This design comes from an exercise in tuning for small area, a short achievable clock period and few clock cycles per item on the open sky130 flow, not from production work. Function was checked by simulation only, so behaviour that the tests miss may differ from the original. Power is estimated from default activity; no workload was simulated.

v6:
Design acc_cpu, start of the top module:
module acc_cpu(
	input clk,
	input rst,
	output [7:0] imem_addr,
	input [15:0] imem_rdata,
	output dmem_req,
	output dmem_we,
	output [7:0] dmem_addr,
	output [7:0] dmem_wdata,
	input dmem_ack,
	input [7:0] dmem_rdata,
	input [7:0] in_data,
	input in_valid,
	output in_ready,
	output [7:0] out_data,
	output out_valid,
	input out_ready,
	output halted,
	output [7:0] acc,
	output flag_c,
	output flag_z,
	output flag_v
);
localparam S_EXE = 3'b000;   
localparam S_RD1 = 3'b001;   
localparam S_RD2 = 3'b011;   
localparam S_ST  = 3'b010;   
localparam S_OVF = 3'b100;   
localparam S_MUL = 3'b101;   
localparam S_DIV = 3'b110;   
localparam S_HLT = 3'b111;   
reg [2:0] state;
reg [7:0] pc;        
reg [7:0] ACC;
reg C, Z, V;
reg [7:0] RET, IRET;
reg [3:0] HVPI;
reg [7:0] P;         
reg [2:0] cnt;       
reg mdone;           
wire exe = (state == S_EXE);
wire rd1 = (state == S_RD1);
wire rd2 = (state == S_RD2);
wire sst = (state == S_ST);
wire ovf = (state == S_OVF);
wire mul = (state == S_MUL);
wire div = (state == S_DIV);
wire rdv = rd1 | rd2;
wire [4:0] op = imem_rdata[15:11];
wire [2:0] md = imem_rdata[10:8];
wire [7:0] n = imem_rdata[7:0];
wire is_alu = (op[4:3] == 2'b00);
wire is_ld  = (op == 5'b01000);
wire is_st  = (op == 5'b01001);
wire is_shl = (op == 5'b01010);
  ...
Size in the first run: about 54 flip-flops, about 85 I/O pins.
clock: 7.0 ns
lec_check: 0
cap_margin: 20
core_margin: 2
core_utilization: 40
place_density: 0.6
setup_slack_margin: 2.5
slew_margin: 20
standard.sh (not shown) runs the stock make flow with config.mk's settings and CLKGATE_MAP_FILE= SYNTH_SCRIPT=/design/flow/synth_recipe.tcl, a recipe that flattens the netlist after the stock synthesis.
==> flow/flow/run.sh <==
#!/bin/bash
# Standard layout, with plain buf_1 cells as the port buffers.
bash standard.sh 'BUFFER_PORTS_ARGS=-buffer_cell sky130_fd_sc_hd__buf_1' > standard.log 2>&1
Testbench counts of v6, summed over its fixed seeds: cycles 162,768, programs 480.
Input-level comparison between v5 and v6:
- SETUP_SLACK_MARGIN now 2.3, was 2.5
==> flow/flow/run.sh <==
#!/bin/bash
# Standard layout, with plain buf_1 cells as the port buffers and power
# (size) recovery on non-critical gates after global routing.
bash standard.sh 'BUFFER_PORTS_ARGS=-buffer_cell sky130_fd_sc_hd__buf_1' RECOVER_POWER=100 > standard.log 2>&1
Findings:
Re sequential share of layout area: v5 is 0.69 points up on v6.
Worst hold margin, v6 and v5: higher on v5
v5 | status: complete | timing, DRC, antenna: pass
The maximum fanout count along the critical path in v5 sits 2 above the value recorded for v6.
Taking v6 as the reference, in v5 iteration-0 DRC count of the detailed router shows a reduction of 49; area enclosed by the die boundary level; met1 track utilization from global routing went up 0.29 points.
v5 ended with less design area than v6.
When v5 is measured against v6, its wire length turns out 570 um lower.
v5 -> v6: final cell count without fillers flat
Here is what was changed in the inputs of v4 compared with v5.
- SETUP_SLACK_MARGIN now 2.1, was 2.3
==> flow/flow/run.sh <==
#!/bin/bash
# Standard layout, with plain buf_1 cells as the port buffers.
bash standard.sh 'BUFFER_PORTS_ARGS=-buffer_cell sky130_fd_sc_hd__buf_1' > standard.log 2>&1
## What came out
v4 finished every step from synthesis to the final layout, and the layout passed the timing, design-rule and antenna checks. Taking v5 over v4, the combinational power ratio works out to 0.943. Re final total power: v4 and v5 aren't equal, and the higher value belongs to v4. Relative to v5, the core utilization of v4 is higher by 1.2 points.
Inputs modified between v4 and v20:
- SETUP_SLACK_MARGIN: 2.1 -> 3
## What came out
From v4 to v20 the numbers moved as follows: via count +391; final cell count +about 7%; post-CTS repair timing setup buffer count +49. Global routing usage on met3 is higher on v20. sky130_fd_sc_hd__or3b_4 as the worst-path cell with the longest stage delay was reported by v20, and sky130_fd_sc_hd__or3_4 by v4.

acc_cpu again, from the RTL that the note above started with.
## acc_cpu
module acc_cpu(
	input clk,
	input rst,
	output [7:0] imem_addr,
	input [15:0] imem_rdata,
	output dmem_req,
	output dmem_we,
	output [7:0] dmem_addr,
	output [7:0] dmem_wdata,
	input dmem_ack,
	input [7:0] dmem_rdata,
	input [7:0] in_data,
	input in_valid,
	output in_ready,
	output [7:0] out_data,
	output out_valid,
	input out_ready,
	output halted,
	output [7:0] acc,
	output flag_c,
	output flag_z,
	output flag_v
);
export LEC_CHECK = 0
export CAP_MARGIN = 20
export CORE_MARGIN = 2
export CORE_UTILIZATION = 40
export PLACE_DENSITY = 0.6
export SETUP_SLACK_MARGIN = 2
export SLEW_MARGIN = 20
create_clock -name core_clock -period 7.0 [get_ports {clk}]
==> flow/flow/run.sh <==
#!/bin/bash
# Standard layout, with plain buf_1 cells as the port buffers.
bash standard.sh 'BUFFER_PORTS_ARGS=-buffer_cell sky130_fd_sc_hd__buf_1' > standard.log 2>&1
Testbench counts at the start, summed over its fixed seeds: cycles 162,768, programs 480.
Change:
Settings changed: SETUP_SLACK_MARGIN 2 to 2.3.
Synthesized area stays the same.
Core utilization rises by 0.69 points.
Final area rises by 1.5%.
Clock power shrinks by 14%.
Worst hold slack improved by 5.3 ps.

port drivers added, routing unchanged:
The results above use ideal ports. As a check the final layouts listed here were re-extracted and re-timed, cells and wires unchanged.
Step 1 sets driving cells, clkbuf_16 on the clock port and buf_2 on the other inputs (assumed; they add their load-dependent delay and slew).
Step 2 times the ports against the registers' clock, not the clock port: input delays grow and output delays shrink by t, the midpoint of the rising clock arrivals with the driver on.
Slacks: ideal / step 1 / step 2; pairs: ideal / step 1.
| run | shift t [ns] | setup slack, ns | hold WS [ns] | slew at the worst register clock pin (ns) |
|---|---|---|---|---|
| v6 | 0.339 | 2.204 / 2.174 / 2.057 | 0.483 / 0.483 / 0.483 | 0.08 / 0.08 |
| v5 | 0.334 | 1.306 / 1.269 / 1.269 | 0.493 / 0.493 / 0.493 | 0.08 / 0.08 |
| v4 | 0.339 | 2.157 / 2.137 / 1.999 | 0.481 / 0.481 / 0.481 | 0.08 / 0.08 |
| v20 | 0.338 | 2.172 / 2.124 / 2.124 | 0.490 / 0.490 / 0.490 | 0.07 / 0.07 |
| the first run of note 2 | 0.339 | 2.013 / 1.981 / 1.828 | 0.486 / 0.486 / 0.486 | 0.08 / 0.08 |
| the second run of note 2 | 0.337 | 2.226 / 2.183 / 2.058 | 0.491 / 0.491 / 0.491 | 0.08 / 0.08 |
After both steps every run listed still meets setup and hold. The setup slack of the first run of note 2, which loses most, moves by -0.032 ns with the drivers and by -0.185 ns with both steps.
